This design comes from an exercise in tuning for small area on the open sky130 flow, not from production work. The RTL was checked by simulation tests, not by an equivalence proof against the original design. Power and IR drop assume default switching activity.

==> flow/design.v <==
`timescale 1ns / 1ps
module Top(
input clk,
input rst_n,
input [31:0] inst,
input [31:0] readdata,
output [5:0] pc_in1,
output [5:0] pc_out,
output [4:0] reg_addr3,
output [31:0] reg_din,
output [31:0] srcb,
output [31:0] aluresult,
output [1:0] zero,
output [31:0] writedata,
output MemtoReg,
output MemWrite,
output Branch,
output ALUSrc,
output RegDst,
output RegWrite
    );
wire [5:0] op = inst[31:26];
wire [4:0] rs = inst[25:21];
wire [4:0] rt = inst[20:16];
wire [4:0] rd = inst[15:11];
wire [15:0] imm = inst[15:0];
wire is_add  = (op == 6'b000000);
wire is_addi = (op == 6'b001000);
wire is_lw   = (op == 6'b100011);
wire is_sw   = (op == 6'b101011);
wire is_bgtz = (op == 6'b000111);
wire is_j    = (op == 6'b000010);
assign MemWrite = is_sw;
assign Branch   = is_bgtz | is_j;
assign ALUSrc   = is_addi | is_lw | is_sw;
assign RegDst   = ~ALUSrc;
assign RegWrite = is_add | is_addi | is_lw;
assign MemtoReg = ~(is_add | is_addi | is_sw | is_bgtz | is_j);
wire imm_pos = (imm[15:11] == 5'b0);
wire [31:0] ext = imm_pos ? (is_j ? {16'b0, imm} : {18'b0, imm[15:2]}) : {16'hffff, imm};
reg [1023:0] rf;
reg par;
reg [31:0] valid;
wire [31:0] rs_val, rt_val;
wire [31:0] rs_sel, rt_sel;
wire rs_par = par & (|rs_sel);
wire rt_par = par & (|rt_sel);
genvar g, b;
generate
    for (g = 0; g < 32; g = g + 1) begin : sels
        assign rs_sel[g] = valid[g] && (rs == g);
        assign rt_sel[g] = valid[g] && (rt == g);
    end
    for (b = 0; b < 32; b = b + 1) begin : rdp
        wire [31:0] col;
        for (g = 0; g < 32; g = g + 1) begin : c
            assign col[g] = rf[g*32+b];
        end
        rd_bit u_rs(.s(rs_sel), .d(col), .p(rs_par), .o(rs_val[b]));
        rd_bit u_rt(.s(rt_sel), .d(col), .p(rt_par), .o(rt_val[b]));
    end
endgenerate
assign reg_addr3 = RegDst ? rd : rt;
wire [1023:0] rf_n;
wire [31:0] wd = reg_din ^ {32{par}};
generate
    for (g = 0; g < 32; g = g + 1) begin : regs
        wire we = RegWrite && (reg_addr3 == g);
        for (b = 0; b < 32; b = b + 1) begin : bits
            rf_cell u_cell(.q(rf[g*32+b]), .h(~we), .w(we), .d(wd[b]), .n(rf_n[g*32+b]));
        end
        always @(posedge clk, negedge rst_n)
            if (~rst_n) valid[g] <= 1'b0;
            else if (we) valid[g] <= 1'b1;
    end
endgenerate
always @(posedge clk)
    rf <= rf_n;
always @(posedge clk, negedge rst_n)
    if (~rst_n) par <= 1'b0;
    else par <= ~par;
assign srcb = ALUSrc ? ext : rt_val;
assign writedata = rt_val;
wire gt = rs_val > rt_val;
assign aluresult = (is_bgtz | is_j) ? 32'b0 : rs_val + srcb;
assign zero = is_j ? 2'b11 : {is_bgtz & gt, 1'b0};
assign reg_din = MemtoReg ? readdata : aluresult;
reg [5:0] pc;
assign pc_out = pc;
assign pc_in1 = pc + 6'd1;
wire [5:0] pc_next = is_j ? imm[5:0] :
                     (is_bgtz & gt) ? pc_in1 + (imm_pos ? imm[7:2] : imm[5:0]) :
                     pc_in1;
always @(posedge clk, negedge rst_n)
    if (~rst_n) pc <= 6'b0;
    else pc <= pc_next;
endmodule
module rf_cell(input q, input h, input w, input d, output n);
assign n = ~((q | w) & (h | d));
endmodule
module aoi3(input s0, d0, s1, d1, s2, d2, output n);
assign n = ~((s0 & d0) | (s1 & d1) | (s2 & d2));
endmodule
module aoi2(input s0, d0, s1, d1, output n);
assign n = ~((s0 & d0) | (s1 & d1));
endmodule
module or11n(input [10:0] n, input p, output o);
assign o = (~&n) ^ p;
endmodule
module rd_bit(input [31:0] s, input [31:0] d, input p, output o);
wire [10:0] n;
genvar i;
generate for (i = 0; i < 10; i = i + 1) begin : g
  aoi3 u(s[3*i], d[3*i], s[3*i+1], d[3*i+1], s[3*i+2], d[3*i+2], n[i]);
end endgenerate
aoi2 u2(s[30], d[30], s[31], d[31], n[10]);
or11n u3(n, p, o);
endmodule
make LEC_CHECK=0 CAP_MARGIN=20 CORE_MARGIN=2 CORE_UTILIZATION=40 CTS_BUF_LIST=sky130_fd_sc_hd__clkbuf_4 SLEW_MARGIN=20 SYNTH_HIERARCHICAL=1 finish   # period 15.0 ns
run.sh (not shown) runs the stock make flow with config.mk's settings and CLKGATE_MAP_FILE= SYNTH_SCRIPT=/design/flow/synth_recipe.tcl, a recipe that flattens the netlist after the stock synthesis.
Change:
CAP_MARGIN = 5   (was 20)
CORE_UTILIZATION = 55   (was 40)
CTS_BUF_LIST = sky130_fd_sc_hd__clkbuf_8   (was sky130_fd_sc_hd__clkbuf_4)
SLEW_MARGIN = 5   (was 20)
=> The changed run went through all stages and came out clean. Die area is lower by 27%. Setup slack got worse by 0.14 ns. Synthesized cell count does not change. Clock-buffer cell count falls by 216. Core utilization grows by 18 points. Routed wire length came out lower by 5.2%. Cell area drops by 1.2%. Synthesized area does not change. Final cell count is lower by 9.0%. Sequential power barely changes.

separate check: timing with driven ports:
The results above use ideal ports. As a check the final layouts listed here were re-extracted and re-timed, cells and wires unchanged. Step 1, drivers: a clkbuf_16 drives clk and a buf_2 each remaining input, both assumed. Step 2, shift: input delay + t, output delay - t, t = (earliest + latest rising clock arrival at the registers) / 2. This alone moves slack from input paths to output paths. Slacks: ideal ports / drivers / drivers and shift; pairs: ideal ports / drivers.
| run | t (ns) | setup WS [ns] | pins driven straight from the clock port |
|---|---|---|---|
| the first run | 1.243 | 1.736 / 1.699 / 1.699 | 1 |
| the second run | 0.915 | 1.599 / 1.558 / 1.558 | 1 |
After both steps every run listed still meets setup and hold. For the second run, which loses most, drivers alone change the setup slack by -0.041 ns; drivers and shift together by -0.041 ns.
